Source: an optimization exercise on an open RTL-to-GDS flow (aim: small area). Production flows keep margins and buffers that such runs may drop. In this exercise RTL edits were held to simulation tests only and were not proved equivalent to the original. Power is estimated from default activity; no workload was simulated.

[flow/run.sh]
#!/bin/bash
# Layout flow: the standard flow (standard synthesis netlist structure and
# registers, floorplan, power grid, placement, CTS, routing) with changes that
# only affect how the combinational logic is mapped and buffered:
#  - ABC maps the combinational logic with an area-oriented script
#    (flow/abc_area.script) instead of ORFS's delay-oriented one; the
#    registers Yosys creates are the same;
#  - the input and output ports get sky130_fd_sc_hd__buf_1 port buffers
#    instead of the default clkdlybuf4s50_1;
#  - clock tree synthesis uses smaller clock buffers and no dummy loads.
# The full make output goes to flow_make.log in the work folder; each ORFS step
# also keeps its own log under orfs/logs/.
set -euo pipefail
WORK=$(pwd)
SCRIPTS="$WORK/orfs_scripts"
rm -rf "$SCRIPTS"
cp -r "$FLOW_HOME/scripts" "$SCRIPTS"
if [[ -f flow/abc_area.script ]]; then
  cp flow/abc_area.script "$SCRIPTS/abc_speed.script"
fi
bash standard.sh \
  "SCRIPTS_DIR=$SCRIPTS" \
  "BUFFER_PORTS_ARGS=-buffer_cell sky130_fd_sc_hd__buf_1" \
  "CTS_ARGS=-sink_clustering_enable -repair_clock_nets -dont_use_dummy_load -sink_clustering_size 14 -sink_clustering_max_diameter 60 -buf_list sky130_fd_sc_hd__clkbuf_8" \
  finish > flow_make.log 2>&1
[flow/abc_area.script]
strash
dc2
dch -f
amap
strash
dc2
dch -f
amap
topo
dnsize -c
[standard.sh]
#!/bin/bash
# synth_recipe.tcl (not shown) runs the flow's synth.tcl, then flattens the netlist and writes it again
# the make line also repeats each setting of config.mk as NAME=value (left out here)
make -C /OpenROAD-flow-scripts/flow DESIGN_CONFIG=/design/flow/config.mk WORK_HOME=/design/flow/orfs CLKGATE_MAP_FILE= SYNTH_SCRIPT=/design/flow/synth_recipe.tcl "${@:-finish}"
[config.mk]
export PLATFORM = sky130hd
export DESIGN_NAME = flash_bus
export DESIGN_NICKNAME = flash_bus
export VERILOG_FILES = /design/flow/design.v
export SDC_FILE = /design/flow/constraint.sdc
export NUM_CORES = 4
export LEC_CHECK = 0
export CAP_MARGIN = 20
export CORE_MARGIN = 2
export CORE_UTILIZATION = 55
export SETUP_SLACK_MARGIN = 0.3
export SLEW_MARGIN = 20
[constraint.sdc]
create_clock -name core_clock -period 8.0 [get_ports {i_clk}]
set_input_delay 1.6000 -clock core_clock [delete_from_list [all_inputs] [get_ports {i_clk}]]
set_output_delay 1.6000 -clock core_clock [all_outputs]
set_load 0.01 [all_outputs]
[design.v]
module flash_bus_controller (
	input 	i_clk,
	input 	i_rst,
	output 			o_busy,
	input 	[3:0] 		i_operation,
	input 	[1:0]		i_chip,
	input 	[14:0]		i_length,
	input 			i_start,
	input 	[159:0]		i_sb_addr,
	input 			i_startup_done,
        output  [13:0]          o_sample_count,
        output	[3:0] 		o_chip_ready,
	output	[3:0] 		o_chip_exists,
        input [15:0] i_adc_sample_fifo_data,
        input        i_adc_sample_fifo_almost_empty,
        input        i_adc_sample_fifo_empty,
        output       o_adc_sample_fifo_re,
        input        i_adc_sample_fifo_valid,
	output [12:0] o_wr_buffer_addr,
	input  [15:0] i_wr_buffer_data,
	output [12:0] o_rd_buffer_addr,
	output [15:0] o_rd_buffer_data,
	output	      o_rd_buffer_we,
	input 	[7:0] 		  i_bus_data,
	output	[7:0]	 	  o_bus_data,
	output		 	  o_bus_data_tri_n,
	output			  o_bus_we_n,
	output			  o_bus_re_n,
	output [3:0]		  o_bus_ces_n,
	output			  o_bus_cle,
	output			  o_bus_ale
);
	localparam	CMD_READID		= 8'h90;
	localparam	CMD_RESET		= 8'hFF;
	localparam	CMD_BLOCKERASE0		= 8'h60;
	localparam	CMD_BLOCKERASE1		= 8'hD0;
	localparam	CMD_WRITEPAGE0		= 8'h80;
	localparam	CMD_WRITEPAGE1		= 8'h10;
	localparam	CMD_READ_MODE		= 8'h00;
	localparam	CMD_READPAGE0		= 8'h00;
	localparam	CMD_READPAGE1		= 8'h30;
	localparam 	CMD_READ_PARAMPAGE	= 8'hEC;
	localparam 	CMD_STATUS		= 8'h70;
	localparam 	CMD_SETFEATURES		= 8'hEF;
	localparam OP_READSTATUS 		= 0;
	localparam OP_JUSTREADSTATUS 		= 1;
	localparam OP_RESET 			= 2;
	localparam OP_SET_TIMING_MODE		= 3;
	localparam OP_STARTREAD 		= 4;
	localparam OP_COMPLETEREAD 		= 5;
	localparam OP_PROGRAM 			= 6;
	localparam OP_ERASE 			= 7;
	localparam OP_READID 			= 8;
	localparam OP_READPARAM 		= 9;
	localparam OP_CHECK_EXISTS      	= 10;
	localparam OP_READ_ADC_SAMPLES      	= 11;
	function [31:0] rinc;
		input [31:0] a;
		input        cin;
		integer i;
		reg c;
		begin
			c = cin;
			for (i = 0; i < 32; i = i + 1) begin
				rinc[i] = a[i] ^ c;
				c = c & a[i];
			end
		end
	endfunction
	function [31:0] rdec;
		input [31:0] a;
		input        bin;
		integer i;
		reg c;
		begin
			c = bin;
			for (i = 0; i < 32; i = i + 1) begin
				rdec[i] = a[i] ^ c;
				c = c & ~a[i];
			end
		end
	endfunction
	localparam DELAY_tWP 			= 2;
	localparam DELAY_tRP 			= 2;
        localparam DELAY_STATE_SEND_COMMAND 	= 6;
        localparam DELAY_STATE_SEND_ADDRESS 	= 6;
        localparam DELAY_STATE_READ_DATA 	= 6;
        localparam DELAY_STATE_WRITE_DATA 	= 6;
        localparam DELAY_STATE_WHR 		= 8;
        localparam DELAY_STATE_ADL 		= 9;
        localparam DELAY_STATE_RHW 		= 13;
        localparam DELAY_STATE_WB 		= 13;
	localparam DIR_OUT = 0;
	localparam DIR_IN  = 1;
        localparam STATE_RESET              = 0;
        localparam STATE_STARTUP_0          = 1;
        localparam STATE_STARTUP_1          = 2;
        localparam STATE_IDLE               = 3;
        localparam STATE_SEND_COMMAND_0     = 4;
        localparam STATE_SEND_ADDRESS       = 5;
        localparam STATE_SEND_COMMAND_1     = 6;
        localparam STATE_READ_STATUS        = 7;
        localparam STATE_DELAY_ADL          = 8;
        localparam STATE_DELAY_WHR          = 9;
        localparam STATE_DELAY_RHW          = 10;
        localparam STATE_DELAY_WB           = 11;
        localparam STATE_WRITE_DATA         = 12;
        localparam STATE_READ_DATA          = 13;
        localparam STATE_READ_ADC_SAMPLES_0 = 14;
        localparam STATE_READ_ADC_SAMPLES_1 = 15;
	reg [3:0] state_reg, state_next;
	reg [3:0] delay_reg;
	reg [3:0] chip_ready_reg, chip_ready_next;
	reg [3:0] chip_exists_reg, chip_exists_next;
	reg [3:0] op_reg, op_next;
	reg [1:0] chip_reg, chip_next;
	reg [7:0] bus_data_in_reg;
	reg	  bus_dir_reg, bus_dir_next;
	reg [7:0] bus_data_out_reg, bus_data_out_next;
	reg	  bus_we_n_reg, bus_we_n_next;
	reg	  bus_re_n_reg, bus_re_n_next;
	reg [3:0] bus_ces_n_reg, bus_ces_n_next;
	reg	  bus_cle_reg, bus_cle_next;
	reg	  bus_ale_reg, bus_ale_next;
        reg adc_sample_fifo_re_reg, adc_sample_fifo_re_next;
        reg [13:0] wr_buffer_addr_reg, wr_buffer_addr_next;
        reg [12:0] rd_buffer_addr_reg, rd_buffer_addr_next;
        reg [15:0] rd_buffer_data_reg, rd_buffer_data_next;
        reg        rd_buffer_we_reg, rd_buffer_we_next;
	reg [14:0] byte_count_reg, byte_count_next;
	reg [13:0] sample_count_reg, sample_count_next;
	reg [2:0]  addr_bytes_reg, addr_bytes_next;
        reg [1:0] chip_counter_reg, chip_counter_next;
        reg [1:0] startup_op_reg, startup_op_next;
        reg       reading_status_reg, reading_status_next;
        wire [3:0] chip_decode_n = ~(4'h1 << chip_reg);
	reg delay_done;
	always @* begin
		case (state_reg)
			STATE_SEND_COMMAND_0, STATE_SEND_COMMAND_1: delay_done = (delay_reg == DELAY_STATE_SEND_COMMAND-1);
			STATE_SEND_ADDRESS:                         delay_done = (delay_reg == DELAY_STATE_SEND_ADDRESS-1);
			STATE_READ_STATUS, STATE_READ_DATA:         delay_done = (delay_reg == DELAY_STATE_READ_DATA-1);
			STATE_DELAY_WHR:                            delay_done = (delay_reg == DELAY_STATE_WHR-1);
			STATE_DELAY_ADL:                            delay_done = (delay_reg == DELAY_STATE_ADL-1);
			STATE_DELAY_RHW:                            delay_done = (delay_reg == DELAY_STATE_RHW-1);
			STATE_DELAY_WB:                             delay_done = (delay_reg == DELAY_STATE_WB-1);
			STATE_WRITE_DATA:                           delay_done = (delay_reg == DELAY_STATE_WRITE_DATA-1);
			default:                                    delay_done = 1'b1;
		endcase
	end
	wire [3:0] addr_chip_sel = 4'h1 << chip_reg;
	reg  [4:0] addr_byte_sel;
	always @* begin
		case (addr_bytes_reg)
			3'd5:    addr_byte_sel = 5'b00001;
			3'd4:    addr_byte_sel = 5'b00010;
			3'd3:    addr_byte_sel = 5'b00100;
			3'd2:    addr_byte_sel = 5'b01000;
			default: addr_byte_sel = 5'b10000;
		endcase
	end
	reg  [7:0] addr_byte;
	integer ci, bi;
	always @* begin
		addr_byte = 8'd0;
		for (ci = 0; ci < 4; ci = ci + 1)
			for (bi = 0; bi < 5; bi = bi + 1)
				addr_byte = addr_byte | ({8{addr_chip_sel[ci] & addr_byte_sel[bi]}} & i_sb_addr[40*ci + 8*bi +: 8]);
	end
	always @(posedge i_clk) begin
		delay_reg <= (state_reg == STATE_RESET || state_reg == STATE_STARTUP_0 || state_reg == STATE_STARTUP_1 ||
		              state_reg == STATE_IDLE || state_reg == STATE_READ_ADC_SAMPLES_0 ||
		              state_reg == STATE_READ_ADC_SAMPLES_1 || delay_done) ? 4'd0 : delay_reg + 4'd1;
		chip_ready_reg <= chip_ready_next;
		op_reg <= op_next;
		chip_reg <= chip_next;
		byte_count_reg[14:1] <= byte_count_next[14:1];
		sample_count_reg <= sample_count_next;
		addr_bytes_reg <= addr_bytes_next;
		chip_counter_reg <= chip_counter_next;
		startup_op_reg <= startup_op_next;
		reading_status_reg <= reading_status_next;
	end
	always @(posedge i_clk or posedge i_rst) begin
		if (i_rst) begin
			state_reg <= STATE_RESET;
			chip_exists_reg <= 0;
			byte_count_reg[0] <= 1'b0;
			bus_data_in_reg <= 0;
			bus_dir_reg <= DIR_OUT;
			bus_data_out_reg <= 0;
			bus_we_n_reg <= 1;
			bus_re_n_reg <= 1;
			bus_ces_n_reg <= 0;
			bus_cle_reg <= 0;
			bus_ale_reg <= 0;
			adc_sample_fifo_re_reg <= 0;
			wr_buffer_addr_reg <= 0;
			rd_buffer_addr_reg <= 0;
			rd_buffer_data_reg <= 0;
			rd_buffer_we_reg <= 0;
		end else begin
			state_reg <= state_next;
			chip_exists_reg <= chip_exists_next;
			byte_count_reg[0] <= byte_count_next[0];
			bus_data_in_reg <= i_bus_data;
			bus_data_out_reg <= bus_data_out_next;
			bus_dir_reg <= bus_dir_next;
			bus_we_n_reg <= bus_we_n_next;
			bus_re_n_reg <= bus_re_n_next;
			bus_ces_n_reg <= bus_ces_n_next;
			bus_cle_reg <= bus_cle_next;
			bus_ale_reg <= bus_ale_next;
			adc_sample_fifo_re_reg <= adc_sample_fifo_re_next;
			wr_buffer_addr_reg <= wr_buffer_addr_next;
			rd_buffer_addr_reg <= rd_buffer_addr_next;
			rd_buffer_data_reg <= rd_buffer_data_next;
			rd_buffer_we_reg <= rd_buffer_we_next;
		end
	end
	assign o_busy = (state_reg != STATE_IDLE);
	wire [31:0] rdec32_rd = rdec({29'd0, rd_buffer_addr_reg[2:0]}, 1'b1);
	wire [31:0] rinc32_rd = rinc({22'd0, rd_buffer_addr_reg[12:3]}, 1'b1);
	wire [31:0] rdec32_wr = rdec({28'd0, wr_buffer_addr_reg[3:0]}, 1'b1);
	wire [31:0] rinc32_wr = rinc({22'd0, wr_buffer_addr_reg[13:4]}, 1'b1);
	wire [31:0] rdec32_bc = rdec({17'd0, byte_count_reg}, 1'b1);
	wire [31:0] rinc32_sc = rinc({18'd0, sample_count_reg}, 1'b1);
	always @* begin
		state_next = state_reg;
                chip_ready_next = chip_ready_reg;
                chip_exists_next = chip_exists_reg;
                op_next = op_reg;
		chip_next = chip_reg;
                byte_count_next = byte_count_reg;
                sample_count_next = sample_count_reg;
		addr_bytes_next = addr_bytes_reg;
                adc_sample_fifo_re_next = 1'b0;
                wr_buffer_addr_next = wr_buffer_addr_reg;
                rd_buffer_addr_next[2:0] = (rd_buffer_we_reg) ? rdec32_rd[2:0] : rd_buffer_addr_reg[2:0];
                rd_buffer_addr_next[12:3] = (rd_buffer_we_reg && (rd_buffer_addr_reg[2:0] == 3'd0)) ? rinc32_rd[9:0] : rd_buffer_addr_reg[12:3];
		rd_buffer_data_next[15:8] = (!byte_count_reg[0]) ? bus_data_in_reg : rd_buffer_data_reg[15:8];
		rd_buffer_data_next[7:0] = (byte_count_reg[0]) ? bus_data_in_reg : rd_buffer_data_reg[7:0];
		rd_buffer_we_next = 1'b0;
                chip_counter_next = chip_counter_reg;
                startup_op_next = startup_op_reg;
                reading_status_next = reading_status_reg;
		case (state_reg)
                        STATE_RESET: begin
                            if (i_startup_done) begin
                                chip_ready_next = 4'hF;
                                chip_exists_next = 0;
                                chip_counter_next = 0;
                                startup_op_next = 0;
                                state_next = STATE_STARTUP_0;
                            end
			end
                        STATE_STARTUP_0: begin
                            if (startup_op_reg == 2'd3) begin
                                state_next = STATE_IDLE;
                            end else if (chip_ready_reg[chip_counter_reg]) begin
                                reading_status_next = 0;
                                state_next = STATE_STARTUP_1;
                            end else begin
                                reading_status_next = 1;
                                chip_next = chip_counter_reg;
                                op_next = (reading_status_reg) ? OP_JUSTREADSTATUS : OP_READSTATUS;
                                state_next = (reading_status_reg) ? STATE_READ_STATUS : STATE_SEND_COMMAND_0;
                            end
                        end
                        STATE_STARTUP_1: begin
                            op_next = (startup_op_reg == 2'd0) ? OP_RESET           :
                                      (startup_op_reg == 2'd1) ? OP_SET_TIMING_MODE : OP_CHECK_EXISTS;
                            chip_next = chip_counter_reg;
                            chip_counter_next = chip_counter_reg + 1;
                            startup_op_next = (chip_counter_reg == 2'd3) ? startup_op_reg + 2'd1 : startup_op_reg;
                            state_next = STATE_SEND_COMMAND_0;
                        end
			STATE_IDLE: begin
                            op_next = i_operation;
                            chip_next = i_chip;
                            rd_buffer_addr_next = 13'd7;
                            wr_buffer_addr_next = 14'd15;
                            if (i_start) begin
                                byte_count_next = i_length;
                                state_next = (i_operation == OP_JUSTREADSTATUS)   ? STATE_READ_STATUS        :
                                             (i_operation == OP_READ_ADC_SAMPLES) ? STATE_READ_ADC_SAMPLES_0 : STATE_SEND_COMMAND_0;
                            end
			end
                        STATE_SEND_COMMAND_0: begin
                            addr_bytes_next = (op_reg == OP_SET_TIMING_MODE) ? 3'd1 :
                                              (op_reg == OP_READID)          ? 3'd1 :
                                              (op_reg == OP_CHECK_EXISTS)    ? 3'd1 :
                                              (op_reg == OP_ERASE)           ? 3'd3 :
                                              (op_reg == OP_READPARAM)       ? 3'd1 : 3'd5;
                            if (op_reg == OP_RESET)
                                chip_ready_next[chip_reg] = 1'b0;
                            if (delay_done) begin
                                state_next = (op_reg == OP_READSTATUS)   ? STATE_DELAY_WHR    :
                                             (op_reg == OP_RESET)        ? STATE_DELAY_WB     :
                                             (op_reg == OP_COMPLETEREAD) ? STATE_DELAY_WHR    : STATE_SEND_ADDRESS;
                            end
                        end
                        STATE_SEND_ADDRESS: begin
                            if (op_reg == OP_READPARAM)
                                chip_ready_next[chip_reg] = 1'b0;
                            if (delay_done) begin
				if (addr_bytes_reg == 3'd1) begin
                                    state_next = (op_reg == OP_PROGRAM)         ? STATE_DELAY_ADL :
                                                 (op_reg == OP_SET_TIMING_MODE) ? STATE_DELAY_ADL :
                                                 (op_reg == OP_READPARAM)       ? STATE_DELAY_WB  :
                                                 (op_reg == OP_READID)          ? STATE_DELAY_WHR :
                                                 (op_reg == OP_CHECK_EXISTS)    ? STATE_DELAY_WHR : STATE_SEND_COMMAND_1;
				end else begin
                                    addr_bytes_next = addr_bytes_reg - 3'd1;
				end
                            end
			end
                        STATE_SEND_COMMAND_1: begin
                            if ((op_reg == OP_ERASE) || (op_reg == OP_STARTREAD))
                                chip_ready_next[chip_reg] = 1'b0;
                            if (delay_done) begin
                               state_next = (op_reg == OP_ERASE)     ? STATE_DELAY_WB :
                                            (op_reg == OP_PROGRAM)   ? STATE_DELAY_WB :
                                            (op_reg == OP_STARTREAD) ? STATE_DELAY_WB : STATE_IDLE;
                            end
                        end
                        STATE_DELAY_WHR: begin
                            if ((op_reg == OP_READID) || (op_reg == OP_CHECK_EXISTS))
                                byte_count_next = 15'd6;
                            if (delay_done) begin
                                state_next = (op_reg == OP_READSTATUS)   ? STATE_READ_STATUS :
                                             (op_reg == OP_READID)       ? STATE_READ_DATA   :
                                             (op_reg == OP_CHECK_EXISTS) ? STATE_READ_DATA   :
                                             (op_reg == OP_COMPLETEREAD) ? STATE_READ_DATA   : STATE_IDLE;
                            end
                        end
			STATE_READ_STATUS: begin
                            if (delay_done) begin
                                chip_ready_next[chip_reg] = bus_data_in_reg[6];
                                state_next = STATE_DELAY_RHW;
                            end
			end
                        STATE_DELAY_ADL: begin
                            if (delay_done) begin
                                wr_buffer_addr_next[3:0] = rdec32_wr[3:0];
                                wr_buffer_addr_next[13:4] = (wr_buffer_addr_reg[3:0] == 4'd0) ? rinc32_wr[9:0] : wr_buffer_addr_reg[13:4];
                                state_next = STATE_WRITE_DATA;
                                if (op_reg == OP_SET_TIMING_MODE)
                                    byte_count_next = 15'd4;
                            end
                        end
                        STATE_DELAY_RHW, STATE_DELAY_WB: begin
                            if (delay_done)
                                state_next = (startup_op_reg != 2'd3) ? STATE_STARTUP_0 : STATE_IDLE;
                        end
                        STATE_WRITE_DATA: begin
                            chip_ready_next[chip_reg] = 1'b0;
                            if (delay_done) begin
                                wr_buffer_addr_next[3:0] = rdec32_wr[3:0];
                                wr_buffer_addr_next[13:4] = (wr_buffer_addr_reg[3:0] == 4'd0) ? rinc32_wr[9:0] : wr_buffer_addr_reg[13:4];
                                byte_count_next = rdec32_bc[14:0];
                                if (byte_count_reg == 15'd1) begin
                                    state_next = (op_reg == OP_PROGRAM)         ? STATE_SEND_COMMAND_1 :
                                                 (op_reg == OP_SET_TIMING_MODE) ? STATE_DELAY_WB       : STATE_IDLE;
                                end
                            end
                        end
			STATE_READ_DATA: begin
                            if (delay_done) begin
                                rd_buffer_we_next = (op_reg == OP_CHECK_EXISTS) ? 1'b0 : byte_count_reg[0];
                                if (((op_reg == OP_READID) || (op_reg == OP_CHECK_EXISTS)) && (byte_count_reg == 15'd5) && (bus_data_in_reg != 8'd0))
                                    chip_exists_next[chip_reg] = 1'b1;
                                byte_count_next = rdec32_bc[14:0];
                                if (byte_count_reg == 15'd1)
                                    state_next = STATE_DELAY_RHW;
                            end
                        end
			STATE_READ_ADC_SAMPLES_0: begin
                            if (i_adc_sample_fifo_empty) begin
                                sample_count_next = 0;
                                state_next = STATE_READ_ADC_SAMPLES_1;
                            end else if (adc_sample_fifo_re_reg && i_adc_sample_fifo_valid) begin
                                rd_buffer_data_next = i_adc_sample_fifo_data;
                                rd_buffer_we_next = 1'b1;
                                sample_count_next = rinc32_sc[13:0];
                                if (i_adc_sample_fifo_almost_empty)
                                    state_next = STATE_READ_ADC_SAMPLES_1;
                                else
                                    adc_sample_fifo_re_next = 1'b1;
                            end else begin
                                sample_count_next = 0;
                                adc_sample_fifo_re_next = 1'b1;
                            end
                        end
			STATE_READ_ADC_SAMPLES_1: begin
                            rd_buffer_data_next = 16'hFFFF;
                            rd_buffer_we_next = 1'b1;
                            sample_count_next = rinc32_sc[13:0];
                            state_next = STATE_IDLE;
                        end
			default: ;
		endcase
	end
        wire [7:0] wr_buffer_data_out_byte = (byte_count_reg[0]) ? i_wr_buffer_data[7:0] : i_wr_buffer_data[15:8];
        always @* begin
	    case (state_reg)
                STATE_RESET, STATE_STARTUP_0, STATE_STARTUP_1, STATE_IDLE, STATE_DELAY_WB, STATE_DELAY_RHW, STATE_READ_ADC_SAMPLES_0, STATE_READ_ADC_SAMPLES_1: begin
                    bus_dir_next = DIR_IN;
                    bus_data_out_next = 8'h0;
                    bus_we_n_next = 1;
                    bus_re_n_next = 1;
                    bus_ces_n_next = 4'hF;
                    bus_cle_next = 0;
                    bus_ale_next = 0;
                end
                STATE_SEND_COMMAND_0: begin
                    bus_dir_next = DIR_OUT;
                    bus_data_out_next = (op_reg == OP_READSTATUS)      ? CMD_STATUS         :
                                        (op_reg == OP_RESET)           ? CMD_RESET          :
                                        (op_reg == OP_READID)          ? CMD_READID         :
                                        (op_reg == OP_CHECK_EXISTS)    ? CMD_READID         :
                                        (op_reg == OP_READPARAM)       ? CMD_READ_PARAMPAGE :
                                        (op_reg == OP_PROGRAM)         ? CMD_WRITEPAGE0     :
                                        (op_reg == OP_STARTREAD)       ? CMD_READPAGE0      :
                                        (op_reg == OP_COMPLETEREAD)    ? CMD_READ_MODE      :
                                        (op_reg == OP_ERASE)           ? CMD_BLOCKERASE0    :
                                        (op_reg == OP_SET_TIMING_MODE) ? CMD_SETFEATURES    : 8'h00;
                    bus_we_n_next = (delay_reg < DELAY_tWP) ? 0 : 1;
                    bus_re_n_next = 1;
                    bus_ces_n_next = chip_decode_n;
                    bus_cle_next = 1;
                    bus_ale_next = 0;
                end
                STATE_SEND_COMMAND_1: begin
                    bus_dir_next = DIR_OUT;
                    bus_data_out_next = (op_reg == OP_STARTREAD)    ? CMD_READPAGE1   :
                                        (op_reg == OP_PROGRAM)      ? CMD_WRITEPAGE1  :
                                        (op_reg == OP_ERASE)        ? CMD_BLOCKERASE1 : 8'h00;
                    bus_we_n_next = (delay_reg < DELAY_tWP) ? 0 : 1;
                    bus_re_n_next = 1;
                    bus_ces_n_next = chip_decode_n;
                    bus_cle_next = 1;
                    bus_ale_next = 0;
                end
                STATE_SEND_ADDRESS: begin
                    bus_dir_next = DIR_OUT;
                    bus_data_out_next = (op_reg == OP_SET_TIMING_MODE) ? 8'h01 :
                                        ((op_reg == OP_READID) || (op_reg == OP_CHECK_EXISTS) || (op_reg == OP_READPARAM)) ? 8'h00 :
                                        addr_byte;
                    bus_we_n_next = (delay_reg < DELAY_tWP) ? 0 : 1;
                    bus_re_n_next = 1;
                    bus_ces_n_next = chip_decode_n;
                    bus_cle_next = 0;
                    bus_ale_next = 1;
                end
                STATE_READ_STATUS, STATE_READ_DATA: begin
                    bus_dir_next = DIR_IN;
                    bus_data_out_next = 8'h00;
                    bus_we_n_next = 1;
                    bus_re_n_next = (delay_reg < DELAY_tRP) ? 0 : 1;
                    bus_ces_n_next = chip_decode_n;
                    bus_cle_next = 0;
                    bus_ale_next = 0;
                end
                STATE_WRITE_DATA: begin
                    bus_dir_next = DIR_OUT;
                    bus_data_out_next = (op_reg == OP_SET_TIMING_MODE) ? ((byte_count_reg == 15'd4) ? 8'h04 : 8'h00) : wr_buffer_data_out_byte;
                    bus_we_n_next = (delay_reg < DELAY_tWP) ? 0 : 1;
                    bus_re_n_next = 1;
                    bus_ces_n_next = chip_decode_n;
                    bus_cle_next = 0;
                    bus_ale_next = 0;
                end
                default: begin
                    bus_dir_next = DIR_IN;
                    bus_data_out_next = 8'h0;
                    bus_we_n_next = 1;
                    bus_re_n_next = 1;
                    bus_ces_n_next = chip_decode_n;
                    bus_cle_next = 0;
                    bus_ale_next = 0;
                end
            endcase
        end
	assign o_sample_count = sample_count_reg;
        assign o_adc_sample_fifo_re = adc_sample_fifo_re_reg;
        assign o_bus_data 	= bus_data_out_reg;
	assign o_bus_data_tri_n = bus_dir_reg;
	assign o_bus_we_n 	= bus_we_n_reg;
	assign o_bus_re_n 	= bus_re_n_reg;
	assign o_bus_ces_n 	= bus_ces_n_reg;
	assign o_bus_cle 	= bus_cle_reg;
	assign o_bus_ale 	= bus_ale_reg;
        assign o_chip_ready = chip_ready_reg;
        assign o_chip_exists = chip_exists_reg;
        assign o_wr_buffer_addr = wr_buffer_addr_reg[13:1];
        assign o_rd_buffer_addr = rd_buffer_addr_reg;
        assign o_rd_buffer_data = rd_buffer_data_reg;
        assign o_rd_buffer_we = rd_buffer_we_reg;
endmodule
module flash_bus_sm (
	input 	i_clk,
	input 	i_rst,
        input i_recording_en,
        output o_top_bus_active,
        input i_disp_cmd_req,
        output o_disp_cmd_ack,
        input [71:0] i_disp_cmd_data,
        output o_disp_rsp_req,
        input i_disp_rsp_ack,
        input i_disp_rsp_listening,
        output [25:0] o_disp_rsp_data,
        output [3:0] o_disp_chip_active,
        output o_disp_wr_buffer_rsvd,
        output o_disp_rd_buffer_rsvd,
	output	[31:0]	o_cyclecount_sum,
	input	    	i_cyclecount_reset,
	input	[7:0]	i_cyclecount_start,
	input	[7:0]	i_cyclecount_end,
        output o_adc_master_record,
	input 			i_ctrl_busy,
	output reg [3:0]	o_ctrl_operation,
	output     [1:0]	o_ctrl_chip,
	output     [14:0]	o_ctrl_length,
	output reg		o_ctrl_start,
	output     [159:0]	o_sb_addr,
	output			o_startup_done,
	input      [13:0]	i_sample_count,
	input      [3:0]	i_ctrl_chip_ready
);
	localparam OP_READSTATUS 		= 0;
	localparam OP_JUSTREADSTATUS 		= 1;
	localparam OP_RESET 			= 2;
	localparam OP_SET_TIMING_MODE		= 3;
	localparam OP_STARTREAD 		= 4;
	localparam OP_COMPLETEREAD 		= 5;
	localparam OP_PROGRAM 			= 6;
	localparam OP_ERASE 			= 7;
	localparam OP_READID 			= 8;
	localparam OP_READPARAM 		= 9;
	localparam OP_READ_ADC_SAMPLES		= 11;
	function [31:0] rinc;
		input [31:0] a;
		input        cin;
		integer i;
		reg c;
		begin
			c = cin;
			for (i = 0; i < 32; i = i + 1) begin
				rinc[i] = a[i] ^ c;
				c = c & a[i];
			end
		end
	endfunction
	function [31:0] rdec;
		input [31:0] a;
		input        bin;
		integer i;
		reg c;
		begin
			c = bin;
			for (i = 0; i < 32; i = i + 1) begin
				rdec[i] = a[i] ^ c;
				c = c & ~a[i];
			end
		end
	endfunction
	localparam CS_READ_START_PENDING = 1;
	localparam CS_READ_DATA_PENDING  = 2;
	localparam CS_READ_DATA_DONE	 = 3;
	localparam CS_WRITE_DATA_PENDING = 4;
	localparam CS_WRITE_DATA_ONBUS   = 5;
	localparam CS_WRITE_DATA_DONE    = 6;
	localparam CS_ERASE_PENDING      = 7;
	localparam CS_ERASE_ONBUS        = 8;
	localparam CS_ERASE_DONE         = 9;
	localparam CS_READID_0           = 10;
	localparam CS_READID_1           = 11;
	localparam CS_READPARAM_0        = 12;
	localparam CS_READPARAM_1        = 13;
	localparam CS_READPARAM_2        = 14;
	localparam CS_SETTIMINGMODE_0    = 15;
	localparam CS_SETTIMINGMODE_1    = 16;
	localparam CS_RESET_0            = 17;
	localparam CS_RESET_1            = 18;
	localparam CS_GET_ADC_SAMPLES_0  = 19;
	localparam CS_GET_ADC_SAMPLES_1  = 20;
	localparam STATE_IDLE 		      = 0;
	localparam STATE_NEW_RQST_0	      = 1;
	localparam STATE_GET_NEXT_OP_0 	      = 2;
	localparam STATE_GET_NEXT_OP_1 	      = 3;
        localparam STATE_WAIT_FOR_CONTROLLER  = 5;
        localparam STATE_CHECK_FOR_CHIP_READY = 6;
	localparam STATE_DO_BUS_OP	      = 7;
	localparam STATE_NEW_RSLT_0	      = 8;
	localparam STATE_NEW_RSLT_1	      = 9;
	localparam STATE_SWITCH_CHIPS	      = 10;
	reg [3:0]  state_reg;
	reg [31:0] sys_cycle_count_reg;
	reg [31:0] op_cycle_count_reg;
	reg        recording_reg;
	reg        new_cmd_ack_reg;
	reg        new_rsp_req_reg;
	reg [17:0] new_rsp_data_reg;
	reg [3:0]  chip_active_reg;
	reg        wr_buffer_rsvd_reg;
	reg        rd_buffer_rsvd_reg;
	reg [1:0]  curr_chip_reg;
	reg [1:0]  new_chip_reg;
	reg        new_rd_reg, new_wr_reg;
	reg [39:0] sb_addr  [0:3];
	reg [7:0]  sb_tag   [0:3];
	reg [9:0]  sb_len   [0:3];
	reg [4:0]  sb_state [0:3];
	reg [3:0]  sb_srs;
	reg [31:0] sb_cc    [0:3];
	reg [3:0]  sb_cc_valid;		 
	reg [31:0] cc_pend;		 
	reg [1:0]  cc_pend_chip;
	reg [2:0]  cc_age;		 
	reg [1:0]  rd_a0, rd_a1, rd_a2;	 
	wire [1:0] c = curr_chip_reg;
	wire [7:0] rd_tag   = sb_tag[c];
	wire [9:0] rd_len   = sb_len[c];
	wire [4:0] rd_state = sb_state[c];
	wire       rd_srs   = sb_srs[c];
	wire        nq_state  = (state_reg == STATE_NEW_RQST_0);
	reg  [1:0]  cc_addr;		 
	wire [31:0] cc_rd     = sb_cc_valid[cc_addr] ? sb_cc[cc_addr] : 32'd0;
	wire [2:0] new_op   = i_disp_cmd_data[48:46];
	wire [1:0] new_chip = i_disp_cmd_data[41:40];
	reg  [4:0] new_state;
	always @* begin
		case (new_op)
			3'd0: new_state = CS_WRITE_DATA_PENDING;
			3'd1: new_state = CS_READ_START_PENDING;
			3'd2: new_state = CS_ERASE_PENDING;
			3'd3: new_state = CS_READID_0;
			3'd4: new_state = CS_READPARAM_0;
			3'd5: new_state = CS_RESET_0;
			3'd6: new_state = CS_SETTIMINGMODE_0;
			default: new_state = CS_GET_ADC_SAMPLES_0;
		endcase
	end
	wire st_adc   = (rd_state == CS_GET_ADC_SAMPLES_0) || (rd_state == CS_GET_ADC_SAMPLES_1);
	wire st_prog  = (rd_state == CS_WRITE_DATA_PENDING) || (rd_state == CS_WRITE_DATA_ONBUS) || (rd_state == CS_WRITE_DATA_DONE);
	wire st_rdbuf = (rd_state == CS_READ_START_PENDING) || (rd_state == CS_READ_DATA_PENDING) || (rd_state == CS_READ_DATA_DONE) ||
	                (rd_state == CS_READID_0) || (rd_state == CS_READID_1) ||
	                (rd_state == CS_READPARAM_0) || (rd_state == CS_READPARAM_1) || (rd_state == CS_READPARAM_2) || st_adc;
	reg st_send, st_onbus, st_done;
	reg [3:0] st_op;
	always @* begin
		st_send = 1'b0; st_onbus = 1'b0; st_done = 1'b0; st_op = 4'd0;
		case (rd_state)
			CS_READ_START_PENDING: begin st_send = 1'b1; st_op = OP_STARTREAD; end
			CS_READ_DATA_PENDING:  begin st_send = 1'b1; st_op = OP_COMPLETEREAD; end
			CS_WRITE_DATA_PENDING: begin st_send = 1'b1; st_op = OP_PROGRAM; end
			CS_ERASE_PENDING:      begin st_send = 1'b1; st_op = OP_ERASE; end
			CS_READID_0:           begin st_send = 1'b1; st_op = OP_READID; end
			CS_READPARAM_0:        begin st_send = 1'b1; st_op = OP_READPARAM; end
			CS_READPARAM_1:        begin st_send = 1'b1; st_op = OP_COMPLETEREAD; end
			CS_SETTIMINGMODE_0:    begin st_send = 1'b1; st_op = OP_SET_TIMING_MODE; end
			CS_RESET_0:            begin st_send = 1'b1; st_op = OP_RESET; end
			CS_GET_ADC_SAMPLES_0:  begin st_send = 1'b1; st_op = OP_READ_ADC_SAMPLES; end
			CS_WRITE_DATA_ONBUS, CS_ERASE_ONBUS: st_onbus = 1'b1;
			CS_READ_DATA_DONE, CS_WRITE_DATA_DONE, CS_ERASE_DONE, CS_READID_1, CS_READPARAM_2,
			CS_SETTIMINGMODE_1, CS_RESET_1, CS_GET_ADC_SAMPLES_1: st_done = 1'b1;
			default: ;
		endcase
	end
	wire in_idle  = (state_reg == STATE_IDLE);
	wire in_nq    = (state_reg == STATE_NEW_RQST_0);
	wire in_do    = (state_reg == STATE_DO_BUS_OP);
	wire in_check = (state_reg == STATE_CHECK_FOR_CHIP_READY);
	wire chip_rdy = i_ctrl_chip_ready[c];
	wire cs_match = (i_cyclecount_start[4:0] != 5'd0) && (i_cyclecount_start[4:0] == rd_state);
	wire ce_match = (i_cyclecount_end[4:0] != 5'd0) && (i_cyclecount_end[4:0] == rd_state);
	wire we_new   = in_idle && i_disp_cmd_req;
	wire we_state = in_do && (st_send || st_onbus);
	wire we_srs   = in_check && !chip_rdy;
	wire we_cc_do = we_state && cs_match;
	wire cc_load   = in_nq | we_cc_do;	 
	wire cc_commit = cc_age[2] | (cc_age[1] & cc_load);
	integer k;
	always @(posedge i_clk) begin
		for (k = 0; k < 4; k = k + 1) begin
			if (we_new && new_chip == k) begin
				sb_addr[k] <= i_disp_cmd_data[39:0];
				sb_tag[k]  <= i_disp_cmd_data[71:64];
				sb_len[k]  <= i_disp_cmd_data[63:54];
			end
			if (we_new && new_chip == k)
				sb_state[k] <= new_state;
			else if (we_state && c == k)
				sb_state[k] <= rd_state + 5'd1;
			if (we_new && new_chip == k)
				sb_srs[k] <= 1'b0;
			else if (we_srs && c == k)
				sb_srs[k] <= 1'b1;
			if (cc_commit && cc_pend_chip == k)
				sb_cc[k] <= cc_pend;
		end
		if (cc_load) begin
			cc_pend <= in_nq ? cc_rd : sys_cycle_count_reg;
			cc_pend_chip <= in_nq ? new_chip_reg : c;
		end
		if (in_idle) begin
			new_chip_reg <= new_chip;
			new_rd_reg <= (new_op == 3'd1) || (new_op == 3'd3) || (new_op == 3'd4) || (new_op == 3'd7);
			new_wr_reg <= (new_op == 3'd0);
		end
		cc_addr <= we_new ? rd_a1 : c;
		rd_a0 <= in_nq ? new_chip_reg : c;
		rd_a1 <= rd_a0;
		rd_a2 <= rd_a1;
	end
	always @(posedge i_clk or posedge i_rst) begin
		if (i_rst) begin
			sb_cc_valid <= 4'd0;
			cc_age <= 3'd0;
		end else begin
			cc_age <= {cc_age[1] & ~cc_load, cc_age[0] & ~cc_load, cc_load};
			for (k = 0; k < 4; k = k + 1)
				if (cc_commit && cc_pend_chip == k)
					sb_cc_valid[k] <= 1'b1;
		end
	end
	wire [31:0] adc_units_w = rinc({22'd0, i_sample_count[13:4]}, (i_sample_count[3:0] != 4'd0));
	wire [9:0]  adc_units = adc_units_w[9:0];
	always @(posedge i_clk or posedge i_rst) begin
		if (i_rst) begin
			state_reg <= STATE_IDLE;
			sys_cycle_count_reg <= 0;
			op_cycle_count_reg <= 0;
			recording_reg <= 0;
			new_cmd_ack_reg <= 0;
			new_rsp_req_reg <= 0;
			new_rsp_data_reg <= 0;
			chip_active_reg <= 0;
			wr_buffer_rsvd_reg <= 0;
			rd_buffer_rsvd_reg <= 0;
			curr_chip_reg <= 0;
		end else begin
			sys_cycle_count_reg <= rinc(sys_cycle_count_reg, 1'b1);
			new_cmd_ack_reg <= 1'b0;
			if (!i_recording_en)
				recording_reg <= 1'b0;
			if (i_cyclecount_reset)
				op_cycle_count_reg <= 0;
			case (state_reg)
				STATE_IDLE: begin
					if (i_disp_cmd_req) begin
						new_cmd_ack_reg <= 1'b1;
						state_reg <= STATE_NEW_RQST_0;
					end else if (chip_active_reg[c]) begin
						state_reg <= STATE_GET_NEXT_OP_0;
					end else begin
						curr_chip_reg <= c + 2'd1;
					end
				end
				STATE_NEW_RQST_0: begin
					chip_active_reg[new_chip_reg] <= 1'b1;
					if (new_rd_reg) rd_buffer_rsvd_reg <= 1'b1;
					if (new_wr_reg) wr_buffer_rsvd_reg <= 1'b1;
					state_reg <= STATE_IDLE;
				end
				STATE_GET_NEXT_OP_0: state_reg <= STATE_GET_NEXT_OP_1;
				STATE_GET_NEXT_OP_1: state_reg <= STATE_WAIT_FOR_CONTROLLER;
				STATE_WAIT_FOR_CONTROLLER: begin
					if (!i_ctrl_busy)
						state_reg <= st_adc ? STATE_DO_BUS_OP : STATE_CHECK_FOR_CHIP_READY;
				end
				STATE_CHECK_FOR_CHIP_READY: begin
					state_reg <= chip_rdy ? STATE_DO_BUS_OP : STATE_SWITCH_CHIPS;
				end
				STATE_DO_BUS_OP: begin
					if (i_cyclecount_start[4:0] == 5'd0)
						recording_reg <= 1'b0;
					else if (cs_match && i_recording_en)
						recording_reg <= 1'b1;
					if (i_cyclecount_end[4:0] == 5'd0)
						recording_reg <= 1'b0;
					else if (ce_match) begin
						op_cycle_count_reg <= op_cycle_count_reg + (sys_cycle_count_reg - cc_rd);
						recording_reg <= 1'b0;
					end
					if (st_send || st_onbus)
						state_reg <= STATE_SWITCH_CHIPS;
					else if (st_done)
						state_reg <= STATE_NEW_RSLT_0;
				end
				STATE_SWITCH_CHIPS: begin
					curr_chip_reg <= c + 2'd1;
					state_reg <= STATE_IDLE;
				end
				STATE_NEW_RSLT_0: begin
					new_rsp_req_reg <= 1'b1;
					if (st_adc)
						new_rsp_data_reg <= {rd_tag, adc_units};
					else
						new_rsp_data_reg <= {rd_tag, rd_len};
					state_reg <= STATE_NEW_RSLT_1;
				end
				STATE_NEW_RSLT_1: begin
					if (i_disp_rsp_ack) begin
						chip_active_reg[c] <= 1'b0;
						if (st_rdbuf) rd_buffer_rsvd_reg <= 1'b0;
						if (st_prog) wr_buffer_rsvd_reg <= 1'b0;
						new_rsp_req_reg <= 1'b0;
						state_reg <= STATE_SWITCH_CHIPS;
					end
				end
				default: ;
			endcase
		end
	end
	always @* begin
		o_ctrl_operation = 4'd0;
		o_ctrl_start = 1'b0;
		if (in_check && !chip_rdy) begin
			o_ctrl_operation = rd_srs ? OP_JUSTREADSTATUS : OP_READSTATUS;
			o_ctrl_start = 1'b1;
		end else if (in_do && st_send) begin
			o_ctrl_operation = st_op;
			o_ctrl_start = 1'b1;
		end
	end
	assign o_ctrl_chip = c;
	assign o_ctrl_length = {rd_len, 5'd0};
	assign o_sb_addr = {sb_addr[3], sb_addr[2], sb_addr[1], sb_addr[0]};
	assign o_startup_done = (sys_cycle_count_reg == 32'd124999);
	assign o_cyclecount_sum = op_cycle_count_reg;
        assign o_disp_cmd_ack = new_cmd_ack_reg;
        assign o_disp_rsp_req = new_rsp_req_reg;
        assign o_disp_rsp_data = i_disp_rsp_listening ? {new_rsp_data_reg, 8'd0} : 26'd0;
        assign o_disp_chip_active = chip_active_reg;
        assign o_disp_wr_buffer_rsvd = wr_buffer_rsvd_reg;
        assign o_disp_rd_buffer_rsvd = rd_buffer_rsvd_reg;
        assign o_top_bus_active = |chip_active_reg;
        assign o_adc_master_record = recording_reg;
endmodule
module flash_bus #(
	parameter NUM_OF_CHIPS 			= 4,
	parameter CMD_FIFO_DATA_WIDTH 	= 72,
	parameter WR_FIFO_DATA_WIDTH 	= 128,
	parameter RD_FIFO_DATA_WIDTH 	= 136,
	parameter RSLT_FIFO_DATA_WIDTH 	= 26,
	parameter PERIOD 				= 8,
	parameter PAGE_SIZE_WIDTH		= 15
 )
 (
	input 	i_clk,
	input 	i_rst,
        output o_top_bus_active,
        input i_recording_en,
        input i_disp_cmd_req,
        output o_disp_cmd_ack,
        input [CMD_FIFO_DATA_WIDTH-1:0] i_disp_cmd_data,
        output o_disp_rsp_req,
        input i_disp_rsp_ack,
        input i_disp_rsp_listening,
        output [RSLT_FIFO_DATA_WIDTH-1:0] o_disp_rsp_data,
        output [NUM_OF_CHIPS-1:0] o_disp_chip_active,
        output o_disp_wr_buffer_rsvd,
        output o_disp_rd_buffer_rsvd,
        input [15:0] i_adc_sample_fifo_data,
        input        i_adc_sample_fifo_almost_empty,
        input        i_adc_sample_fifo_empty,
        output       o_adc_sample_fifo_re,
        input        i_adc_sample_fifo_valid,
        output [12:0] o_wr_buffer_addr,
        input  [15:0] i_wr_buffer_data,
        output [12:0] o_rd_buffer_addr,
        output [15:0] o_rd_buffer_data,
        output        o_rd_buffer_we,
	output	[0:31]						o_cyclecount_sum,
	input								i_cyclecount_reset,
	input	[0:7]						i_cyclecount_start,
	input	[0:7]						i_cyclecount_end,
        output o_adc_master_record,
	input 	[7:0] 						i_bus_data,
	output 	[7:0]	 					o_bus_data,
	output		 						o_bus_data_tri_n,
	output 								o_bus_we_n,
	output 								o_bus_re_n,
	output [NUM_OF_CHIPS-1:0] 					o_bus_ces_n,
	output 								o_bus_cle,
	output 								o_bus_ale,
        output [NUM_OF_CHIPS-1:0] o_chip_exists
 );
	wire		ctrl_busy;
	wire [3:0]	ctrl_operation;
	wire [1:0]	ctrl_chip;
	wire [14:0]	ctrl_length;
	wire		ctrl_start;
	wire [13:0]	ctrl_sample_count;
	wire [159:0]	sb_addr;
	wire		startup_done;
	wire [3:0]	chip_ready;
	flash_bus_sm busSM (
		.i_clk(i_clk),
		.i_rst(i_rst),
                .o_top_bus_active(o_top_bus_active),
                .i_recording_en(i_recording_en),
                .i_disp_cmd_req(i_disp_cmd_req),
                .o_disp_cmd_ack(o_disp_cmd_ack),
                .i_disp_cmd_data(i_disp_cmd_data),
                .o_disp_rsp_req(o_disp_rsp_req),
                .i_disp_rsp_ack(i_disp_rsp_ack),
                .i_disp_rsp_listening(i_disp_rsp_listening),
                .o_disp_rsp_data(o_disp_rsp_data),
                .o_disp_chip_active(o_disp_chip_active),
                .o_disp_wr_buffer_rsvd(o_disp_wr_buffer_rsvd),
                .o_disp_rd_buffer_rsvd(o_disp_rd_buffer_rsvd),
		.o_cyclecount_sum(o_cyclecount_sum),
		.i_cyclecount_reset(i_cyclecount_reset),
		.i_cyclecount_start(i_cyclecount_start),
		.i_cyclecount_end(i_cyclecount_end),
                .o_adc_master_record(o_adc_master_record),
		.i_ctrl_busy(ctrl_busy),
		.o_ctrl_operation(ctrl_operation),
		.o_ctrl_chip(ctrl_chip),
		.o_ctrl_length(ctrl_length),
		.o_ctrl_start(ctrl_start),
		.o_sb_addr(sb_addr),
		.o_startup_done(startup_done),
                .i_sample_count(ctrl_sample_count),
		.i_ctrl_chip_ready(chip_ready)
	);
	flash_bus_controller busController (
		.i_clk(i_clk),
		.i_rst(i_rst),
		.o_busy(ctrl_busy),
		.i_operation(ctrl_operation),
		.i_chip(ctrl_chip),
		.i_length(ctrl_length),
		.i_start(ctrl_start),
		.i_sb_addr(sb_addr),
		.i_startup_done(startup_done),
		.o_sample_count(ctrl_sample_count),
		.o_chip_ready(chip_ready),
		.o_chip_exists(o_chip_exists),
                .i_adc_sample_fifo_data(i_adc_sample_fifo_data),
                .i_adc_sample_fifo_almost_empty(i_adc_sample_fifo_almost_empty),
                .i_adc_sample_fifo_empty(i_adc_sample_fifo_empty),
                .o_adc_sample_fifo_re(o_adc_sample_fifo_re),
                .i_adc_sample_fifo_valid(i_adc_sample_fifo_valid),
		.o_wr_buffer_addr(o_wr_buffer_addr),
		.i_wr_buffer_data(i_wr_buffer_data),
		.o_rd_buffer_addr(o_rd_buffer_addr),
		.o_rd_buffer_data(o_rd_buffer_data),
		.o_rd_buffer_we(o_rd_buffer_we),
		.i_bus_data(i_bus_data),
		.o_bus_data(o_bus_data),
		.o_bus_data_tri_n(o_bus_data_tri_n),
		.o_bus_we_n(o_bus_we_n),
		.o_bus_re_n(o_bus_re_n),
		.o_bus_ces_n(o_bus_ces_n),
		.o_bus_cle(o_bus_cle),
		.o_bus_ale(o_bus_ale)
	);
endmodule
==> results of run 1 <==
## metal layers
layer	share of wire	track usage	vias to the layer above	wire length, um
met3	0.048	0.0334	115	3530
li1	-	-	9550	-
met1	0.42	0.346	10200	30800
met5	0.00018	0	-	13
met2	0.51	0.465	556	37600
met4	0.024	0.0726	2	1760
## cell families after synthesis
logic type,after synthesis,share of synthesized area
compound gates,579,0.137
fa+ha+maj,178,0.0835
simple gates,641,0.0960
flops,661,0.638
other cells,1,0.000127
buf+inv,330,0.0447
## cell usage in the layout (no fill, tap or decap), types with 12 or more instances in the layout
master and n:
nand2b_1 12, and3_1 21, o21ai_0 129, nand2_1 189
buf_1 247, nand4_1 14, clkbuf_8 57, o32ai_1 22
a22oi_1 40, a311oi_1 17, a222oi_1 36, nand3_1 20
o21a_1 20, nor2_2 27, dfxtp_1 12, a21oi_1 80
edfxtp_1 464, o211ai_1 14, nor2b_1 41, a211oi_1 12
nor2_1 231, ha_1 146, a31oi_1 14, o221ai_1 13
buf_4 82, fa_1 31, dfrtp_1 181, nor3_1 34
clkinv_1 300, o22ai_1 55, a221oi_1 22
## final cells by class
cell class	instances	area, um2	area share
inverters	309	1190	0.0362
multi-input cells	1406	9620	0.293
well taps	688	861	0.0262
repair buffers	333	1600	0.0486
clock buffers	57	785	0.0239
flip-flops and latches	661	18800	0.572
diodes	1	2.50	0.0000762
## how the worst max path moves through the flow
| stage | startpoint | to | slack [ns] | cells after the start |
|---|---|---|---|---|
| 2_1_floorplan | i_disp_cmd_req | busSM.sb_state[3][0]$_DFFE_PP_ | -0.10 | 4 |
| 3_3_place_gp | busSM.cc_addr[0]$_DFF_P_ | busSM.op_cycle_count_reg[31]$_DFF_PP0_ | -0.07 | 55 |
| 3_5_place_dp | busSM.cc_addr[0]$_DFF_P_ | busSM.op_cycle_count_reg[31]$_DFF_PP0_ | -0.36 | 57 |
| 4_1_cts | busSM.cc_addr[0]$_DFF_P_ | busSM.op_cycle_count_reg[31]$_DFF_PP0_ | 0.23 | 55 |
| 5_1_grt | busSM.cc_addr[0]$_DFF_P_ | busSM.op_cycle_count_reg[31]$_DFF_PP0_ | -0.22 | 55 |
| 6_report | busSM.cc_addr[0]$_DFF_P_ | busSM.op_cycle_count_reg[31]$_DFF_PP0_ | 0.31 | 55 |
## critical path: cells and delay by family (launching register included)
family | cells | cell delay, ns
AO/OA/AOI/OAI | 20 | 3.54
flip-flops | 1 | 0.39
adder cells (fa/ha/maj) | 2 | 0.71
AND/OR/NAND/NOR | 28 | 2.51
buffers and inverters | 5 | 0.40
## repair_timing
action | 4_1_cts | 5_1_grt
setup endpoints to repair | 4 | 5
hold buffers | 0 | 0
endpoints found under the hold margin | 0 | 0
setup buffers | 2 | 12
resized for setup | 29 | 35
pin swaps | 6 | 15
## power by group
part           leakage (nW)  total [mW]  switching (mW)  internal, mW
Combinational          4.81      0.0836          0.0625        0.0211
Clock                 0.410        1.68            1.05         0.633
Sequential             6.75        3.65         0.00272          3.65
## stage by stage
step | TNS, ns | instance area (um2)
floorplan | -0.998 | 29500
global placement | -0.0703 | 31700
detailed placement | -0.530 | 31700
CTS | 0 | 32600
global route | -0.284 | 32900
finish | 0 | 32900
==> summary.txt, run 1 <==
* RSZ-0062 raised after global routing: yes
* Synth-to-layout area growth at 11.6%
* Cell depth of the worst flop-to-flop path at 55
* R2R Path End: busSM.op_cycle_count_reg[31]$_DFF_PP0_
* First-pass GRT wire length at 115,000 um
* Gpl congestion at 0.901
* Cell occurring most often along the worst timing path: nor2_2
* Clock Skews at 0.0707 ns
* Leakage Power at roughly 12 nW
* Hpwl dp at 50,000 um
* Crit path largest cell delay at 0.50 ns
* Reg with most FFs: busSM.sb_addr
* Pre-CTS WS at -0.363 ns
* Grt total ovfl at 0
* Final net count at slightly above 3,000
* Post-Route WL at 73,600 um
* Num ports at 271
* Min-Delay Startpoint: busSM.rd_a0[1]$_DFF_P_
* Fmax at roughly 130 MHz
* Final WS setup at slightly above 0.3 ns
* Crit-path max FO at 4
* EDFF count, synth at around 460
* Clock-pin slew on the worst setup and hold paths at 0.08 ns
* DRC Markers at 0
* Top-count cell post-synth: edfxtp_1
* Row count at 84
* H-tree depth at 2
* Maximum clock path buffer count at 3
* Slew Limit Headroom at 0.239
* Finished Core Util at 0.623
* Critical Path AT at 8.24 ns
* Final Max Slew Viols at 0
* Port Buffers at between 200 and 250
* Hold path depth at 0
* Hold Crit Class: flop to flop
* Largest cells by area after synthesis: edfxtp_1 47%, dfrtp_1 15%, ha_1 6.2%, clkinv_1 3.9%, nor2_1 3.4%
* Startpoint types: flop
* Via count of the first global-routing pass at slightly above 20,000
* Initial antenna violation count at 2
* CTS Buf Count at 57
* Syn Inst Count at 2,390
* Crit Path Category: flop to flop
* Share of post-route cells with drive strength above 1 at 0.0752
* Dpl cells at 3,383
* 1st-pass router iterations at 6
* Total GRT Usage at 0.264
* Hold EP: busSM.rd_a1[1]$_DFF_P_
* Post-synth top area share at 0.473
* Post-synth top flop: edfxtp_1
* Sequential fraction of the synthesis area at 0.638
* Pin count of the biggest net entering global routing at ~120
* Vert. Die Dim at 235 um
* Die X at between 200 and 250 um
* Core footprint at 52,800 um2
* DRT iter0 DRCs at 1,641
* TritonCTS clock tree: yes
* PwrDens at roughly 160 nW/um2
* Slew @ Worst Pin at 1.14 ns
* CP max-delay cell: fa_1
* Fillers at 4,231
* Hold Slack at 0.332 ns
* Leading area contributor after synthesis: edfxtp_1
* Synthesized cell area at 29,400 um2
* Non-Filler Instances at roughly 3,500
* Final period util at 0.961
* Post-synth top cells: 464 x edfxtp_1, 309 x clkinv_1, 264 x nor2_1, 189 x nand2_1, 181 x dfrtp_1
* Routed vias at 20,400
* Syn_area_per_cell at 12.3 um2
* Die area at 55,400 um2
* Max reg flops at 160
* Outcome: complete, no violations
* Ys async rst share at 0.277
* Initial core utilization at 0.558
* Clock Latency Late Sink at 0.68 ns
* Num Clock Sinks at roughly 660
* Data required, critical path at 8.55 ns
* Reg-to-reg slack, setup at 0.31 ns
* Worst r2r src: busSM.cc_addr[0]$_DFF_P_
* Largest regs: busSM.sb_addr: 160 flops, busSM.sb_cc: 128 flops, busSM.sb_len: 40 flops
* Yosys reg bits at approximately 660
* Wire per inst at 21.3 um
* Ys Warns at 7
* Post-DRT Antenna Nets at 0
* Total power at 5.41 mW
* Final setup viols at 0
* Yosys cell types at 55
* CP Capture Type: flop
* Tmin final at slightly below 8 ns
* Max Cap Viol at 0
* Worst VDD drop at 0.164 mV
* Final hold vios at 0
* CTS root buf: clkbuf_8
* Vias/cell at 5.91
==> run 2: changes to the inputs <==
--- a/config.mk
+++ b/config.mk
@@ -8,5 +8,6 @@
 export CAP_MARGIN = 20
 export CORE_MARGIN = 2
-export CORE_UTILIZATION = 55
+export CORE_UTILIZATION = 65
+export PLACE_DENSITY = 0.75
 export SETUP_SLACK_MARGIN = 0.3
 export SLEW_MARGIN = 20
==> run 2 against run 1 <==
Against the previous run:
- global-route usage increased by 5.0 points
- routed wire length is 0.57% lower
- clock skew shrank 0.023 ns
- largest power group unchanged
- critical path type unchanged
- final cell count decreased by 3.1%
- sequential cell count stayed put
- setup slack got worse by 0.070 ns
- non-clock buffer count decreased by 11
- clock power is essentially flat
- still clean
- via count up 1.8%
- register-to-register slack worse by 0.07 ns
- critical path depth rose by 2
==> summary.txt, run 2 <==
* Total GRT Usage at 0.314 (+0.0500)
* Hold Crit Class: flop to flop
* Yosys reg bits at 661 (unchanged)
* Die area at 47,000 um2 (-15%)
* PwrDens at 166 nW/um2 (+0.49%)
* CP startpoint: busSM.cc_addr[0]$_DFF_P_
* Ys Warns at 7 (unchanged)
* Cell depth of the worst flop-to-flop path at 57 (+3.6%)
* Largest cells by area after synthesis: edfxtp_1 47%, dfrtp_1 15%, ha_1 6.2%, clkinv_1 3.9%, nor2_1 3.4%
* Net Sw Frac at 0.205 (-0.000739)
* Min-Delay Startpoint: busSM.rd_a0[1]$_DFF_P_
* Final Max Slew Viols at 0 (unchanged)
* Final setup viols at 0 (unchanged)
* Pin count of the biggest net entering global routing at 81 (-33%)
* Share of post-route cells with drive strength above 1 at 0.0683 (-0.00693)
* Hpwl dp at 50,100 um (+0.29%)
* Worst VDD drop at 0.176 mV (+7.7%)
* Gpl congestion at 0.960 (+6.6%)
* Seq pwr share at 0.676 (+0.002)
* Clock-pin slew on the worst setup and hold paths at 0.09 ns (about the same)
* Post-Route WL at 73,200 um (-0.57%)
* Fmax at 129 MHz (-0.90%)
* Syn_area_per_cell at 12.3 um2 (unchanged)
* Via count of the first global-routing pass at 20,800 (+2.4%)
* Fillers at 3,040 (-28%)
* Synth-to-layout area growth at 10.7%
* Final period util at 0.970 (+0.00877)
* DRC Markers at 0 (unchanged)
* Hold Slack at 0.333 ns (+0.00162 ns)
* Max reg flops at 160 (unchanged)
* Reg with most FFs: busSM.sb_addr
* Final instance area at 32,600 um2 (-0.81%)
* Routed vias at 20,800 (+1.8%)
* Met1 WL at 28,600 um (-7.1%)
* Post-synth top cells: 464 x edfxtp_1, 309 x clkinv_1, 264 x nor2_1, 189 x nand2_1, 181 x dfrtp_1
* Critical Path AT at 8.29 ns (+0.05 ns)
* Yosys cell types at 55 (unchanged)
* Total power at 5.40 mW (-0.32%)
* Reg-to-reg slack, setup at 0.24 ns (-0.07 ns)
* Clock Latency Late Sink at 0.69 ns (about the same)
* Largest regs: busSM.sb_addr: 160 flops, busSM.sb_cc: 128 flops, busSM.sb_len: 40 flops
* Max Cap Viol at 0 (unchanged)
* CTS Buf Count at 56 (-1.8%)
* First-pass GRT wire length at 114,000 um (-0.57%)
* Hold path depth at 0 (unchanged)
* Final net count at 3,072 (-0.39%)
* Data required, critical path at 8.53 ns (-0.02 ns)
* Crit path largest cell delay at 0.42 ns (-0.08 ns)
* Internal power at 4.29 mW (-0.23%)
* Num ports at 271 (unchanged)
* H-tree depth at 2 (unchanged)
* Row count at 77 (-8.3%)
* Final hold vios at 0 (unchanged)
* Leading area contributor after synthesis: edfxtp_1
* Leakage Power at 11.9 nW (-0.62%)
* Initial core utilization at 0.661 (+0.103)
* EDFF count, synth at 464 (unchanged)
* Syn Inst Count at 2,390 (unchanged)
* DRT iter0 DRCs at 2,002 (+22%)
* Worst r2r src: busSM.cc_addr[0]$_DFF_P_
* Cell occurring most often along the worst timing path: nor2_2
* Hold EP: busSM.rd_a1[1]$_DFF_P_
* Slew @ Worst Pin at 1.06 ns (-0.0743 ns)
* Die X at 217 um (-7.9%)
* CP Capture Type: flop
* Grt total ovfl at 0 (unchanged)
* Post-synth top flop: edfxtp_1
* Register area at 18,800 um2 (unchanged)
* Num Clock Sinks at 661 (unchanged)
* Core footprint at 44,500 um2 (-16%)
* CTS root buf: clkbuf_8
* Crit Path Category: flop to flop
* Ys async rst share at 0.277 (unchanged)
* Synthesized cell area at 29,400 um2 (unchanged)
* 1st-pass router iterations at 6 (unchanged)
* Metal3 WL at 5070 um (+44%)
* CP max-delay cell: fa_1
* DP Area at 31,600 um2 (-0.55%)
* Outcome: complete, no violations
* Wire per inst at 21.9 um (+2.6%)
* Clock Skews at 0.0479 ns (-0.0229 ns)
* Post-DRT Antenna Nets at 0 (unchanged)
* Crit-path max FO at 4 (unchanged)
* Vert. Die Dim at 217 um (-7.9%)
* Most frequent cells in the layout: 464 x edfxtp_1, 302 x clkinv_1, 247 x buf_1
* Clock Power Share at 0.308 (-0.003)
* WL met2 at 36,900 um (-1.7%)
* Port Buffers at 247 (unchanged)
* TritonCTS clock tree: yes
* Multi-input gate area at 9580 um2 (-0.43%)
* Sequential fraction of the synthesis area at 0.638 (unchanged)
* Tmin final at 7.76 ns (+0.0701 ns)
* Post-synth top area share at 0.473 (unchanged)
* Startpoint types: flop
* Leading cell type in the layout, fill and taps excluded: edfxtp_1
* R2R Path End: busSM.op_cycle_count_reg[31]$_DFF_PP0_
* RSZ-0062 raised after global routing: yes
* Initial antenna violation count at 0 (-2)
* Combinational power share at 0.015 (about the same)
* P_sw at 1.11 mW (-0.68%)
* Highest metal used: met4
* Vias/cell at 6.21 (+5.1%)
* Maximum clock path buffer count at 3 (unchanged)
* Slew Limit Headroom at 0.289 (+0.0497)
* Top-count cell post-synth: edfxtp_1
## run 2: logic make-up (layout without fill, tap and decap cells)
family          count (synthesis)  in the layout  share of synthesized area
flops                         661            661                      0.638
simple gates                  641            641                     0.0960
compound gates                579            579                      0.137
buf+inv                       330            687                     0.0447
fa+ha+maj                     178            178                     0.0835
other cells                     1             10                   0.000127
## run 2: worst max path at each step
| stage | to | slack, ns | cells past startpoint |
|---|---|---|---|
| 2_1_floorplan | busSM.sb_state[3][0]$_DFFE_PP_ | -0.10 | 4 |
| 3_3_place_gp | busSM.op_cycle_count_reg[31]$_DFF_PP0_ | 0.03 | 55 |
| 3_5_place_dp | busSM.op_cycle_count_reg[31]$_DFF_PP0_ | -0.44 | 55 |
| 4_1_cts | busSM.op_cycle_count_reg[31]$_DFF_PP0_ | 0.17 | 55 |
| 5_1_grt | busSM.op_cycle_count_reg[31]$_DFF_PP0_ | -0.15 | 57 |
| 6_report | busSM.op_cycle_count_reg[31]$_DFF_PP0_ | 0.24 | 57 |
## run 2: timing repair
action                                  in CTS  in global routing
buffers inserted                             4                  5
endpoints found under the setup margin       4                  4
pin swaps                                    7                  8
hold buffers                                 0                  0
gates resized for setup                     28                 26
## run 2: critical path, delay by kind of cell (launching register included)
family	cells	cell delay [ns]
flip-flops	1	0.40
AO/OA/AOI/OAI	19	3.33
buffers and inverters	8	0.70
adder cells (fa/ha/maj)	2	0.64
AND/OR/NAND/NOR	28	2.54
## run 2: routing by layer
metal | vias up | global-route usage
met4 | 0 | 0.125
li1 | 9533 | -
met2 | 928 | 0.537
met3 | 164 | 0.0358
met1 | 10200 | 0.416
met5 | - | 0
## run 2: power by group through the flow
stage / clock network [mW] / logic [mW] / registers (mW)
6_report: 1.66 / 0.0836 / 3.65
3_3_place_gp: 0 / 0.0795 / 3.73
3_5_place_dp: 0 / 0.0838 / 3.73
2_1_floorplan: 0 / 0.0319 / 3.73
4_1_cts: 1.68 / 0.0839 / 3.65
5_1_grt: 1.80 / 0.0930 / 3.65
## run 2: cell type report
| type | instances | area share |
|---|---|---|
| Tap cell | 592 | 0.0227 |
| Sequential cell | 661 | 0.577 |
| Clock buffer | 56 | 0.0237 |
| Timing Repair Buffer | 322 | 0.0462 |
| Antenna cell | 2 | 0.000154 |
| Multi-Input combinational cell | 1406 | 0.294 |
| Inverter | 309 | 0.0364 |
## run 2: stage by stage
stage,setup TNS [ns],util,setup slack (ns),instances
6_report,0,0.732,0.239,3348
5_1_grt,-0.235,0.732,-0.149,3346
4_1_cts,0,0.730,0.167,3341
3_5_place_dp,-0.675,0.709,-0.438,3281
3_3_place_gp,0,0.709,0.0264,3281
2_1_floorplan,-0.998,-,-0.101,2397
==> run 3: changes to the inputs <==
==> flow/abc_area.script (replaced) <==
strash
&get -n
&deepsyn -J 30 -T 300
&put
dch -f
amap
--- a/config.mk
+++ b/config.mk
@@ -10,4 +10,4 @@
 export CORE_UTILIZATION = 65
 export PLACE_DENSITY = 0.75
-export SETUP_SLACK_MARGIN = 0.3
+export SETUP_SLACK_MARGIN = 0.4
 export SLEW_MARGIN = 20
==> run 3 against run 2 <==
Against the previous run:
- hold slack improved by 0.0093 ns
- setup slack lost 0.037 ns
- routed wire length decreased by 6.5%
- sequential power is 25% higher
- maximum frequency fell by 0.47%
- largest cell class unchanged
- register-to-register slack got worse by 0.04 ns
- clock power fell by 2%
- global-route usage decreased by 1.8 points
- power grew 83%
- synthesized cell count shrank 5.9%
==> summary.txt, run 3 <==
* Combinational power share at 0.373 (+0.358)
* Ant diodes at 0 (-2)
* Post-Synth Adder-Cell Area at 0.0846 (+0.00108)
* Reg-to-reg slack, setup at 0.20 ns (-0.04 ns)
* Max reg flops at 160 (unchanged)
* Crit-path max FO at 3 (-1)
* Gpl congestion at 0.894 (-6.9%)
* Non-Filler Instances at 3,179 (-5.0%)
* Post-synth top flop: edfxtp_1
* Final setup viols at 0 (unchanged)
* Num ports at 271 (unchanged)
* DRT iter0 DRCs at 1,846 (-7.8%)
* Post-DRT Antenna Nets at 0 (unchanged)
* Yosys reg bits at 661 (unchanged)
* EDFF count, synth at 464 (unchanged)
* Final WS setup at 0.202 ns (-0.0370 ns)
* Clock Power Share at 0.164 (-0.144)
* R2R Path End: busSM.op_cycle_count_reg[31]$_DFF_PP0_
* Synthesized cell area at 29,100 um2 (-1.3%)
* Largest family of logic cells by synthesized area: compound AO/OA/AOI/OAI gates
* Port Buffers at 247 (unchanged)
* Maximum clock path buffer count at 3 (unchanged)
* Routed vias at 19,900 (-4.4%)
* Cell occurring most often along the worst timing path: nor2_2
* Via count of the first global-routing pass at 20,000 (-3.9%)
* Leading area contributor after synthesis: edfxtp_1
* Register area at 18,800 um2 (about the same)
* Clock Skews at 0.0458 ns (-0.00209 ns)
* Syn_area_per_cell at 12.9 um2 (+4.9%)
* Compound-gate portion of the synthesized area at 0.140 (+0.00293)
* Multiplexer share of the synthesized area at 0 (unchanged)
* Outcome: complete, no violations
* Fmax at 128 MHz (-0.47%)
* PwrDens at 309 nW/um2 (+87%)
* Grt total ovfl at 0 (unchanged)
* CP max-delay cell: fa_1
* Seq pwr share at 0.462 (-0.214)
* Internal power at 6.22 mW (+45%)
* Clock Latency Late Sink at 0.67 ns (-0.02 ns)
* TritonCTS clock tree: yes
* Highest metal used: met4
* Sequential fraction of the synthesis area at 0.647 (+0.00822)
* Pre-CTS WS at -0.178 ns (+0.259 ns)
* Worst r2r src: busSM.cc_addr[1]$_DFF_P_
* Pin count of the biggest net entering global routing at 115 (+42%)
* Crit Path Category: flop to flop
* Vias/cell at 6.26 (+0.67%)
* WL met2 at 33,700 um (-8.9%)
* First-pass GRT wire length at 108,000 um (-5.5%)
[run 3: cell count changes in the layout (fill, tap and decap cells not counted), moves of 22 or more]
cell	change
nor2_1	-45
nand2_1	-104
a22o_1	+32
a221o_1	+41
o21ai_0	-40
buf_4	-22
[run 3: critical path: cells and delay by family (launching register included)]
family                   cells  cell delay [ns]
AO/OA/AOI/OAI               20             3.69
adder cells (fa/ha/maj)      2             0.75
buffers and inverters        3             0.13
flip-flops                   1             0.36
AND/OR/NAND/NOR             28             2.77
[run 3: cell type report]
| class | instances | share of cell area |
|---|---|---|
| Clock buffer | 55 | 0.0237 |
| Multi-Input combinational cell | 1265 | 0.287 |
| Sequential cell | 661 | 0.589 |
| Inverter | 309 | 0.0366 |
| Timing Repair Buffer | 297 | 0.0409 |
| Tap cell | 592 | 0.0232 |
[run 3: worst max path at each step]
stage	end	cells after the start	slack [ns]	start
floorplan	busSM.sb_state[0][0]$_DFFE_PP_	4	-0.002	i_disp_cmd_req
global placement	busSM.op_cycle_count_reg[31]$_DFF_PP0_	53	0.05	busSM.cc_addr[1]$_DFF_P_
detailed placement	busSM.op_cycle_count_reg[31]$_DFF_PP0_	53	-0.18	busSM.cc_addr[1]$_DFF_P_
CTS	busSM.op_cycle_count_reg[31]$_DFF_PP0_	53	0.24	busSM.cc_addr[1]$_DFF_P_
global route	busSM.op_cycle_count_reg[31]$_DFF_PP0_	53	-0.27	busSM.cc_addr[1]$_DFF_P_
finish	busSM.op_cycle_count_reg[31]$_DFF_PP0_	53	0.20	busSM.cc_addr[1]$_DFF_P_
[run 3: per-layer routing]
metal,global-route usage,vias up
met3,0.0447,152
met4,0.0972,0
met5,0,-
met1,0.401,9835
met2,0.499,870
li1,-,9033
[run 3: power by group through the flow]
| stage | logic, mW | clock network [mW] | registers [mW] |
|---|---|---|---|
| after detailed placement | 3.47 | 0 | 4.63 |
| after CTS | 3.52 | 1.65 | 4.56 |
| after floorplan | 2.35 | 0 | 4.61 |
| after global placement | 3.35 | 0 | 4.60 |
| final | 3.69 | 1.62 | 4.57 |
| after global routing | 4.10 | 1.77 | 4.61 |
[run 3: what timing repair did]
item,4_1_cts,5_1_grt
setup buffers,3,14
setup endpoints to repair,3,5
pin swaps,4,26
resized for setup,13,35
hold endpoints to repair,0,0
[run 3: logic make-up (layout without fill, tap and decap cells)]
logic type	after synthesis	in the layout
flip-flops	661	661
adder cells (fa/ha/maj)	178	178
AND/OR/NAND/NOR	517	517
AO/OA/AOI/OAI	561	561
other	1	8
buffers and inverters	330	661
XOR/XNOR	1	1
[run 3: through the flow]
step	power (mW)	area (um2)	TNS [ns]
after CTS	9.73	31700	0
after global placement	7.95	30900	0
after global routing	10.5	31900	-0.313
final	9.88	31900	0
after floorplan	6.96	29100	-0.0217
after detailed placement	8.10	30900	-0.178
